This design comes from an exercise in tuning for small area, a short achievable clock period and few clock cycles on the open sky130 flow, not from production work. The RTL was checked by simulation tests, not by an equivalence proof against the original design.

== job 104 ==
Design draw_subsystem, start of the top module:
module draw_subsystem(
    input               clk,
    input               rst_,
    input  [51:0]       line_op,
    input               line_rts,
    output              line_rtr,
    input  [41:0]       circle_op,
    input               circle_rts,
    output              circle_rtr,
    output [16:0]       mem_addr,
    output [3:0]        mem_wben,
    output [31:0]       mem_wdata,
    input  [31:0]       mem_rdata,
    output              idle
    );
Size in the first run: about 2100 cells after synthesis, roughly 320 flip-flops, about 190 I/O pins, roughly 22000 um^2 of cells after synthesis.
export LEC_CHECK = 0
export CAP_MARGIN = 20
export CORE_MARGIN = 2
export CORE_UTILIZATION = 40
export SLEW_MARGIN = 20
create_clock -name core_clock -period 10.0 [get_ports {clk}]
standard.sh (not shown) runs the stock make flow with config.mk's settings and CLKGATE_MAP_FILE= SYNTH_SCRIPT=/design/flow/synth_recipe.tcl, a recipe that flattens the netlist after the stock synthesis.
==> flow/flow/run.sh <==
#!/bin/bash
# The standard layout (standard.sh) with two repair settings changed:
#  - the port buffers are sky130_fd_sc_hd__buf_4 (buffer_ports picks
#    clkdlybuf4s50_1 by default, a slow delay cell);
set -euo pipefail
sed "s|CLKGATE_MAP_FILE= |CLKGATE_MAP_FILE= SETUP_SLACK_MARGIN=7 'BUFFER_PORTS_ARGS=-buffer_cell sky130_fd_sc_hd__buf_4' |" standard.sh > standard_tuned.sh
bash standard_tuned.sh > flow.log 2>&1
Job 104 finished every step from synthesis to the final layout, and the layout passed the timing, DRC and antenna checks.
Testbench counts of job 104, summed over its fixed seeds: cycles 95,149.
## Diff of input files: job 101 against job 104
Settings: setting CTS_CLUSTER_DIAMETER to 120 for the first time; changing CORE_UTILIZATION from 40 to 65; setting CTS_CLUSTER_SIZE to 30 for the first time.
### Flow results
- Diff job 104 -> job 101 | non-clock buffer instance count of the final layout | up by a few percent
- Job 101 against job 104: number of fill cells in the layout -2773, area added between synthesis and finish -4.2 points, global-route wire length before repair -about 4%, worst-case setup margin in the final layout ~0 delta.
- [compare] base=job 104 new=job 101: final area went down by about 3.4%.
- Vertical extent of the die, job 104 and job 101: smaller value in job 101
- On total wire length after detailed routing, the lower figure sits with job 101, not job 104.

JK:
draw_subsystem, a different RTL version from the one above (not shown whole).
For scale: about 190 I/O pins, ~18000 µm² of cells after synthesis.
==> flow/config.mk <==
export PLATFORM = sky130hd
export DESIGN_NAME = draw_subsystem
export DESIGN_NICKNAME = draw_subsystem
export VERILOG_FILES = /design/flow/design.v
export SDC_FILE = /design/flow/constraint.sdc
export NUM_CORES = 4
export LEC_CHECK = 0
export CAP_MARGIN = 20
export CORE_MARGIN = 2
export CORE_UTILIZATION = 40
export CTS_CLUSTER_DIAMETER = 100
export CTS_CLUSTER_SIZE = 20
export SLEW_MARGIN = 20
==> flow/constraint.sdc <==
create_clock -name core_clock -period 10.0 [get_ports {clk}]
set_input_delay 2.0000 -clock core_clock [delete_from_list [all_inputs] [get_ports {clk}]]
set_output_delay 2.0000 -clock core_clock [all_outputs]
set_load 0.01 [all_outputs]
==> flow/flow/run.sh <==
#!/bin/bash
# The standard layout (standard.sh) with two repair settings changed:
#  - the port buffers are sky130_fd_sc_hd__buf_1 (buffer_ports picks
#    clkdlybuf4s50_1 by default, a slow delay cell);
set -euo pipefail
sed "s|CLKGATE_MAP_FILE= |CLKGATE_MAP_FILE= SETUP_SLACK_MARGIN=7 'BUFFER_PORTS_ARGS=-buffer_cell sky130_fd_sc_hd__buf_1' |" standard.sh > standard_tuned.sh
bash standard_tuned.sh > flow.log 2>&1
Testbench counts of JK, summed over its fixed seeds: cycles 95,163.
Inputs modified between JK and MS:
--- a/flow/flow/run.sh
+++ b/flow/flow/run.sh
@@ -6 +6 @@
-sed "s|CLKGATE_MAP_FILE= |CLKGATE_MAP_FILE= SETUP_SLACK_MARGIN=7 'BUFFER_PORTS_ARGS=-buffer_cell sky130_fd_sc_hd__buf_1' |" standard.sh > standard_tuned.sh
+sed "s|CLKGATE_MAP_FILE= |CLKGATE_MAP_FILE= SETUP_SLACK_MARGIN=6.8 'BUFFER_PORTS_ARGS=-buffer_cell sky130_fd_sc_hd__buf_1' |" standard.sh > standard_tuned.sh
Findings:
- Per the comparison of MS with JK, multi-input combinational cell count essentially unchanged.
- MS ends up with a core utilization that is 2.4 points lower than in JK.
- MS vs JK — final design instance area without fill dropped by a few percent
- Detailed-placement wirelength estimate of MS falls short of that of JK slightly.
- On worst setup slack, JK beats MS.

==> afterwards: timing with drivers on the ports <==
Ports are ideal in the flow. The routed layouts listed here were re-timed in OpenROAD. Step 1: set_driving_cell puts a clkbuf_16 on clk and a buf_2 on each other input, an assumption about the parent block. Step 2 also shifts input and output timing later by t, the mid clock arrival at the registers, as if the neighbouring blocks saw the same clock. Slacks: no drivers / after step 1 / after step 2; pairs: no drivers / after step 1.
run | shift t [ns] | setup slack, ns | hold slack, ns
job 104 | 0.624 | 6.705 / 6.649 / 6.787 | 0.467 / 0.467 / 0.467
job 101 | 0.568 | 6.702 / 6.648 / 6.562 | 0.474 / 0.474 / 0.474
JK | 0.583 | 6.837 / 6.784 / 6.450 | 0.416 / 0.416 / 0.416
MS | 0.586 | 6.823 / 6.772 / 6.415 | 0.407 / 0.407 / 0.407
After both steps setup and hold are still met in every run listed. For MS, which loses most, drivers alone change the setup slack by -0.051 ns; drivers and shift together by -0.408 ns.
